Background: an optimization exercise with open tools, aiming at a short achievable clock period and few clock cycles. Do not read the settings as production practice.
Where RTL was checked, it was by simulation tests only, not by an equivalence proof against the original.
Power is estimated from default activity; no workload was simulated.

run a:
==> flow/design.v (excerpt) <==
module cr16_core
       (input wire I_CLK,
        input wire I_NRESET,
        input wire [15:0] I_MEM_DATA,
        input wire [15:0] I_EXT_MEM_DATA,
        output wire [15:0] O_MEM_DATA,
        output wire [15:0] O_MEM_ADDRESS,
        output wire O_MEM_WRITE_ENABLE,
        output wire [15:0] O_EXT_MEM_DATA,
        output wire [15:0] O_EXT_MEM_ADDRESS,
        output wire O_EXT_MEM_WRITE_ENABLE);
function automatic [16:0] add16(input [15:0] a, input [15:0] b, input cin);
    reg [15:0] g, p, gn, pn, c;
    integer d, n;
    begin
        g = a & b;
        p = a ^ b;
        g[0] = g[0] | (p[0] & cin);
        for (d = 1; d < 16; d = d * 2) begin
            gn = g;
            pn = p;
            for (n = d; n < 16; n = n + 1) begin
                gn[n] = g[n] | (p[n] & g[n - d]);
                pn[n] = p[n] & p[n - d];
            end
            g = gn;
            p = pn;
        end
        c = {g[14:0], cin};
        add16 = {g[15], (a ^ b) ^ c};
    end
endfunction
function automatic [15:0] inc16(input [15:0] a);
    reg [15:0] c;
    integer d, n;
    begin
        c = a;                                   
        for (d = 1; d < 16; d = d * 2)
            for (n = 15; n >= d; n = n - 1)
                c[n] = c[n] & c[n - d];
        inc16 = a ^ {c[14:0], 1'b1};
    end
endfunction
  ...
Size in the first run: about 11,000 cells after synthesis, ~2,400 flip-flops, ~100 I/O pins.
==> flow/config.mk <==
export PLATFORM = sky130hd
export DESIGN_NAME = cr16_core
export DESIGN_NICKNAME = cr16_core
export VERILOG_FILES = /design/flow/design.v
export SDC_FILE = /design/flow/constraint.sdc
export NUM_CORES = 4
export LEC_CHECK = 0
export CAP_MARGIN = 80
export CORE_MARGIN = 2
export CORE_UTILIZATION = 40
export SLEW_MARGIN = 40
==> flow/constraint.sdc <==
create_clock -name core_clock -period 15.0 [get_ports {I_CLK}]
set_input_delay 3.0000 -clock core_clock [delete_from_list [all_inputs] [get_ports {I_CLK}]]
set_output_delay 3.0000 -clock core_clock [all_outputs]
set_load 0.01 [all_outputs]
standard.sh (not shown) runs the stock make flow with config.mk's settings and CLKGATE_MAP_FILE= SYNTH_SCRIPT=/design/flow/synth_recipe.tcl, a recipe that flattens the netlist after the stock synthesis.
==> flow/flow/run.sh <==
#!/bin/bash
# Layout flow: the standard flow, with the delay cells (clkdlybuf4s*, dlygate4sd*,
# dlymetal6s*) kept out of the layout steps so that buffering and resizing use ordinary buffers.
# The synthesis is the standard one, unchanged. Each step's full output goes to its own log here.
set -euo pipefail
DU="sky130_fd_sc_hd__probe_p_8 sky130_fd_sc_hd__probec_p_8 sky130_fd_sc_hd__lpflow_bleeder_1 sky130_fd_sc_hd__lpflow_clkbufkapwr_1 sky130_fd_sc_hd__lpflow_clkbufkapwr_16 sky130_fd_sc_hd__lpflow_clkbufkapwr_2 sky130_fd_sc_hd__lpflow_clkbufkapwr_4 sky130_fd_sc_hd__lpflow_clkbufkapwr_8 sky130_fd_sc_hd__lpflow_clkinvkapwr_1 sky130_fd_sc_hd__lpflow_clkinvkapwr_16 sky130_fd_sc_hd__lpflow_clkinvkapwr_2 sky130_fd_sc_hd__lpflow_clkinvkapwr_4 sky130_fd_sc_hd__lpflow_clkinvkapwr_8 sky130_fd_sc_hd__lpflow_decapkapwr_12 sky130_fd_sc_hd__lpflow_decapkapwr_3 sky130_fd_sc_hd__lpflow_decapkapwr_4 sky130_fd_sc_hd__lpflow_decapkapwr_6 sky130_fd_sc_hd__lpflow_decapkapwr_8 sky130_fd_sc_hd__lpflow_inputiso0n_1 sky130_fd_sc_hd__lpflow_inputiso0p_1 sky130_fd_sc_hd__lpflow_inputiso1n_1 sky130_fd_sc_hd__lpflow_inputiso1p_1 sky130_fd_sc_hd__lpflow_inputisolatch_1 sky130_fd_sc_hd__lpflow_isobufsrc_1 sky130_fd_sc_hd__lpflow_isobufsrc_16 sky130_fd_sc_hd__lpflow_isobufsrc_2 sky130_fd_sc_hd__lpflow_isobufsrc_4 sky130_fd_sc_hd__lpflow_isobufsrc_8 sky130_fd_sc_hd__lpflow_isobufsrckapwr_16 sky130_fd_sc_hd__lpflow_lsbuf_lh_hl_isowell_tap_1 sky130_fd_sc_hd__lpflow_lsbuf_lh_hl_isowell_tap_2 sky130_fd_sc_hd__lpflow_lsbuf_lh_hl_isowell_tap_4 sky130_fd_sc_hd__lpflow_lsbuf_lh_isowell_4 sky130_fd_sc_hd__lpflow_lsbuf_lh_isowell_tap_1 sky130_fd_sc_hd__lpflow_lsbuf_lh_isowell_tap_2 sky130_fd_sc_hd__lpflow_lsbuf_lh_isowell_tap_4  sky130_fd_sc_hd__clkdlybuf4s15_1 sky130_fd_sc_hd__clkdlybuf4s15_2 sky130_fd_sc_hd__clkdlybuf4s18_1 sky130_fd_sc_hd__clkdlybuf4s18_2 sky130_fd_sc_hd__clkdlybuf4s25_1 sky130_fd_sc_hd__clkdlybuf4s25_2 sky130_fd_sc_hd__clkdlybuf4s50_1 sky130_fd_sc_hd__clkdlybuf4s50_2 sky130_fd_sc_hd__dlygate4sd1_1 sky130_fd_sc_hd__dlygate4sd2_1 sky130_fd_sc_hd__dlygate4sd3_1 sky130_fd_sc_hd__dlymetal6s2s_1 sky130_fd_sc_hd__dlymetal6s4s_1 sky130_fd_sc_hd__dlymetal6s6s_1"
bash standard.sh synth > run_synth.log 2>&1
bash standard.sh "DONT_USE_CELLS=$DU" finish > run_layout.log 2>&1
Run a: done, clean on timing, DRC and antenna
Edits applied to the flow inputs when going from run a to run b:
Settings: SLEW_MARGIN changed from 40 to 60.
## What came out
- Relative to run a, worst setup slack has increased by 0.14 ns in run b.
- Taking run a as the reference, in run b cell count fell by 584, part of the total power dissipated in combinational logic now sits lower.
- In run b, sequential share of layout area is higher than in run a.
- Run b and run a ended up with nearly the same area used by sequential logic in the layout.
- Share of power burned in the clock network was lower in the run labelled run a.
No run of this note included a check of the RTL's function; only the layout flow was run.

* * *

maple:
Another version of the RTL of cr16_core (not shown whole).
For scale: roughly 2600 flip-flops, about 100 I/O pins, ~0.13 mm2 of cells after synthesis.
clock: 15.0 ns
lec_check: 0
cap_margin: 80
core_margin: 2
core_utilization: 40
slew_margin: 80
Scripts as last shown in full above: flow/flow/run.sh
maple: all stages complete, timing, DRC and antenna checks passed
Modified inputs, willow compared to maple
==> flow/run.sh (new file) <==
#!/bin/bash
# synth_recipe.tcl (not shown) runs the flow's synth.tcl, then flattens the netlist and writes it again
# the make line also repeats each setting of config.mk as NAME=value (left out here)
make -C /OpenROAD-flow-scripts/flow DESIGN_CONFIG=/design/flow/config.mk WORK_HOME=/design/flow/orfs CLKGATE_MAP_FILE= SYNTH_SCRIPT=/design/flow/synth_recipe.tcl finish
removed: flow/flow/run.sh
removed: flow/standard.sh
==> results.txt <==
Compared with maple, in willow smallest hold slack comparable; internal portion of total power went up; number of enable flip-flop cells after synthesis did not really move; detailed placement HPWL decreased by 7.9% relative to the old numbers. Relative to maple, the aggregate global-route resource usage of willow is lower by 0.86 points. As of willow, number of DRC markers in iteration 0 had fallen slightly compared to maple. Against maple, setup slack in willow came out worse.
No functional check of the RTL was part of any run of this note.

* * *

cr16_core, a different RTL version from the one above (not shown whole).
For scale: ~12000 cells after synthesis, ~2400 flip-flops.
export LEC_CHECK = 0
export CAP_MARGIN = 90
export CORE_MARGIN = 2
export CORE_UTILIZATION = 55
export SLEW_MARGIN = 90
create_clock -name core_clock -period 15.0 [get_ports {I_CLK}]
run.sh (not shown) runs the stock make flow with config.mk's settings and CLKGATE_MAP_FILE= SYNTH_SCRIPT=/design/flow/synth_recipe.tcl, a recipe that flattens the netlist after the stock synthesis.
Stock flow here: none of the scripts above is used.
The starting point ended with an error in clock tree synthesis (DPL-0033).
Rerun with:
--- a/flow/config.mk
+++ b/flow/config.mk
@@ -6,6 +6,6 @@
 export NUM_CORES = 4
 export LEC_CHECK = 0
-export CAP_MARGIN = 90
+export CAP_MARGIN = 80
 export CORE_MARGIN = 2
-export CORE_UTILIZATION = 55
-export SLEW_MARGIN = 90
+export CORE_UTILIZATION = 40
+export SLEW_MARGIN = 80
The changed run ran to the end with no violations; area after synthesis is unchanged; synthesized cell count is unchanged.
No functional check of the RTL was part of any run of this note.

* * *

Setup of oak:
Another version of the RTL of cr16_core (not shown whole).
Size in the first run: ~100 I/O pins, ~120000 um^2 of cells after synthesis.
==> flow/design.v (excerpt) <==
module cr16_core
       (input wire I_CLK,
        input wire I_NRESET,
        input wire [15:0] I_MEM_DATA,
        input wire [15:0] I_EXT_MEM_DATA,
        output wire [15:0] O_MEM_DATA,
        output wire [15:0] O_MEM_ADDRESS,
        output wire O_MEM_WRITE_ENABLE,
        output wire [15:0] O_EXT_MEM_DATA,
        output wire [15:0] O_EXT_MEM_ADDRESS,
        output wire O_EXT_MEM_WRITE_ENABLE);
==> flow/config.mk <==
export PLATFORM = sky130hd
export DESIGN_NAME = cr16_core
export DESIGN_NICKNAME = cr16_core
export VERILOG_FILES = /design/flow/design.v
export SDC_FILE = /design/flow/constraint.sdc
export NUM_CORES = 4
export LEC_CHECK = 0
export CAP_MARGIN = 60
export CORE_MARGIN = 2
export CORE_UTILIZATION = 40
export SLEW_MARGIN = 60
==> flow/constraint.sdc <==
create_clock -name core_clock -period 15.0 [get_ports {I_CLK}]
set_input_delay 3.0000 -clock core_clock [delete_from_list [all_inputs] [get_ports {I_CLK}]]
set_output_delay 3.0000 -clock core_clock [all_outputs]
set_load 0.01 [all_outputs]
standard.sh (not shown) runs the stock make flow with config.mk's settings and CLKGATE_MAP_FILE= SYNTH_SCRIPT=/design/flow/synth_recipe.tcl, a recipe that flattens the netlist after the stock synthesis.
==> flow/flow/run.sh <==
#!/bin/bash
# Layout flow: the standard flow, with the delay cells (clkdlybuf4s*, dlygate4sd*,
# dlymetal6s*) kept out of the layout steps so that buffering and resizing use ordinary buffers.
# The synthesis is the standard one, unchanged. Each step's full output goes to its own log here.
set -euo pipefail
DU="sky130_fd_sc_hd__probe_p_8 sky130_fd_sc_hd__probec_p_8 sky130_fd_sc_hd__lpflow_bleeder_1 sky130_fd_sc_hd__lpflow_clkbufkapwr_1 sky130_fd_sc_hd__lpflow_clkbufkapwr_16 sky130_fd_sc_hd__lpflow_clkbufkapwr_2 sky130_fd_sc_hd__lpflow_clkbufkapwr_4 sky130_fd_sc_hd__lpflow_clkbufkapwr_8 sky130_fd_sc_hd__lpflow_clkinvkapwr_1 sky130_fd_sc_hd__lpflow_clkinvkapwr_16 sky130_fd_sc_hd__lpflow_clkinvkapwr_2 sky130_fd_sc_hd__lpflow_clkinvkapwr_4 sky130_fd_sc_hd__lpflow_clkinvkapwr_8 sky130_fd_sc_hd__lpflow_decapkapwr_12 sky130_fd_sc_hd__lpflow_decapkapwr_3 sky130_fd_sc_hd__lpflow_decapkapwr_4 sky130_fd_sc_hd__lpflow_decapkapwr_6 sky130_fd_sc_hd__lpflow_decapkapwr_8 sky130_fd_sc_hd__lpflow_inputiso0n_1 sky130_fd_sc_hd__lpflow_inputiso0p_1 sky130_fd_sc_hd__lpflow_inputiso1n_1 sky130_fd_sc_hd__lpflow_inputiso1p_1 sky130_fd_sc_hd__lpflow_inputisolatch_1 sky130_fd_sc_hd__lpflow_isobufsrc_1 sky130_fd_sc_hd__lpflow_isobufsrc_16 sky130_fd_sc_hd__lpflow_isobufsrc_2 sky130_fd_sc_hd__lpflow_isobufsrc_4 sky130_fd_sc_hd__lpflow_isobufsrc_8 sky130_fd_sc_hd__lpflow_isobufsrckapwr_16 sky130_fd_sc_hd__lpflow_lsbuf_lh_hl_isowell_tap_1 sky130_fd_sc_hd__lpflow_lsbuf_lh_hl_isowell_tap_2 sky130_fd_sc_hd__lpflow_lsbuf_lh_hl_isowell_tap_4 sky130_fd_sc_hd__lpflow_lsbuf_lh_isowell_4 sky130_fd_sc_hd__lpflow_lsbuf_lh_isowell_tap_1 sky130_fd_sc_hd__lpflow_lsbuf_lh_isowell_tap_2 sky130_fd_sc_hd__lpflow_lsbuf_lh_isowell_tap_4  sky130_fd_sc_hd__clkdlybuf4s15_1 sky130_fd_sc_hd__clkdlybuf4s15_2 sky130_fd_sc_hd__clkdlybuf4s18_1 sky130_fd_sc_hd__clkdlybuf4s18_2 sky130_fd_sc_hd__clkdlybuf4s25_1 sky130_fd_sc_hd__clkdlybuf4s25_2 sky130_fd_sc_hd__clkdlybuf4s50_1 sky130_fd_sc_hd__clkdlybuf4s50_2 sky130_fd_sc_hd__dlygate4sd1_1 sky130_fd_sc_hd__dlygate4sd2_1 sky130_fd_sc_hd__dlygate4sd3_1 sky130_fd_sc_hd__dlymetal6s2s_1 sky130_fd_sc_hd__dlymetal6s4s_1 sky130_fd_sc_hd__dlymetal6s6s_1"
bash standard.sh synth > run_synth.log 2>&1
bash standard.sh "DONT_USE_CELLS=$DU" finish > run_layout.log 2>&1
oak ended with every stage complete and zero timing, DRC or antenna violations.
Testbench counts of oak, summed over its fixed seeds: cycles 300,005.
Edits applied to the flow inputs when going from oak to cedar:
- a change of CAP_MARGIN from 60 to 80
==> results.txt <==
- Comparing oak and cedar, post-route minimum period is lower on cedar.
- Re portion of total power attributed to the clock network: oak was higher than cedar.
- Overflow left after global routing came out exactly the same in oak and cedar.
- On number of ordinary and repair buffers in the finished layout: between oak and cedar, it ends up lower for oak.
- Total power: cedar above oak
- Higher utilization among oak and cedar: cedar
- First-pass detailed-route iteration total, oak and cedar, lower one = cedar.
- Final standard cell area without fillers, cedar vs oak: up by a little under 10%
- From oak to cedar the numbers moved as follows: wire length of the first global-routing pass went up, net switching share of the total power fell 1.7 points.

-- separate check: timing with driven ports --
Ports are ideal in the flow. The routed layouts listed here were re-timed in OpenROAD.
Step 1 sets driving cells, clkbuf_16 on the clock port and buf_2 on the other inputs (assumed; they add their load-dependent delay and slew).
Step 2, shift: input delay + t, output delay - t, t = (earliest + latest rising clock arrival at the registers) / 2. This alone moves slack from input paths to output paths.
Slacks: no drivers / after step 1 / after step 2; pairs: no drivers / after step 1.
run	shift t [ns]	slack for setup (ns)	worst hold slack (ns)	worst setup path at the end
run a	1.025	9.306 / 9.306 / 9.222	0.332 / 0.332 / 0.332	input, reset recovery
run b	1.022	9.449 / 9.449 / 9.097	0.346 / 0.346 / 0.346	input, reset recovery
maple	1.002	9.240 / 9.240 / 8.861	0.347 / 0.347 / 0.347	input, reset recovery
willow	0.972	8.196 / 8.196 / 8.196	0.349 / 0.349 / 0.349	register to register
the second run of note 3	1.003	7.985 / 7.985 / 7.985	0.343 / 0.343 / 0.343	register to register
oak	1.002	9.151 / 9.151 / 9.151	0.340 / 0.340 / 0.340	register to register
cedar	0.997	9.494 / 9.494 / 9.387	0.345 / 0.345 / 0.345	input, reset recovery
After both steps setup and hold are still met in every run listed. The setup slack of maple, which loses most, moves by 0.000 ns with the drivers and by -0.379 ns with both steps. The worst setup slack also covers recovery checks on asynchronous resets.
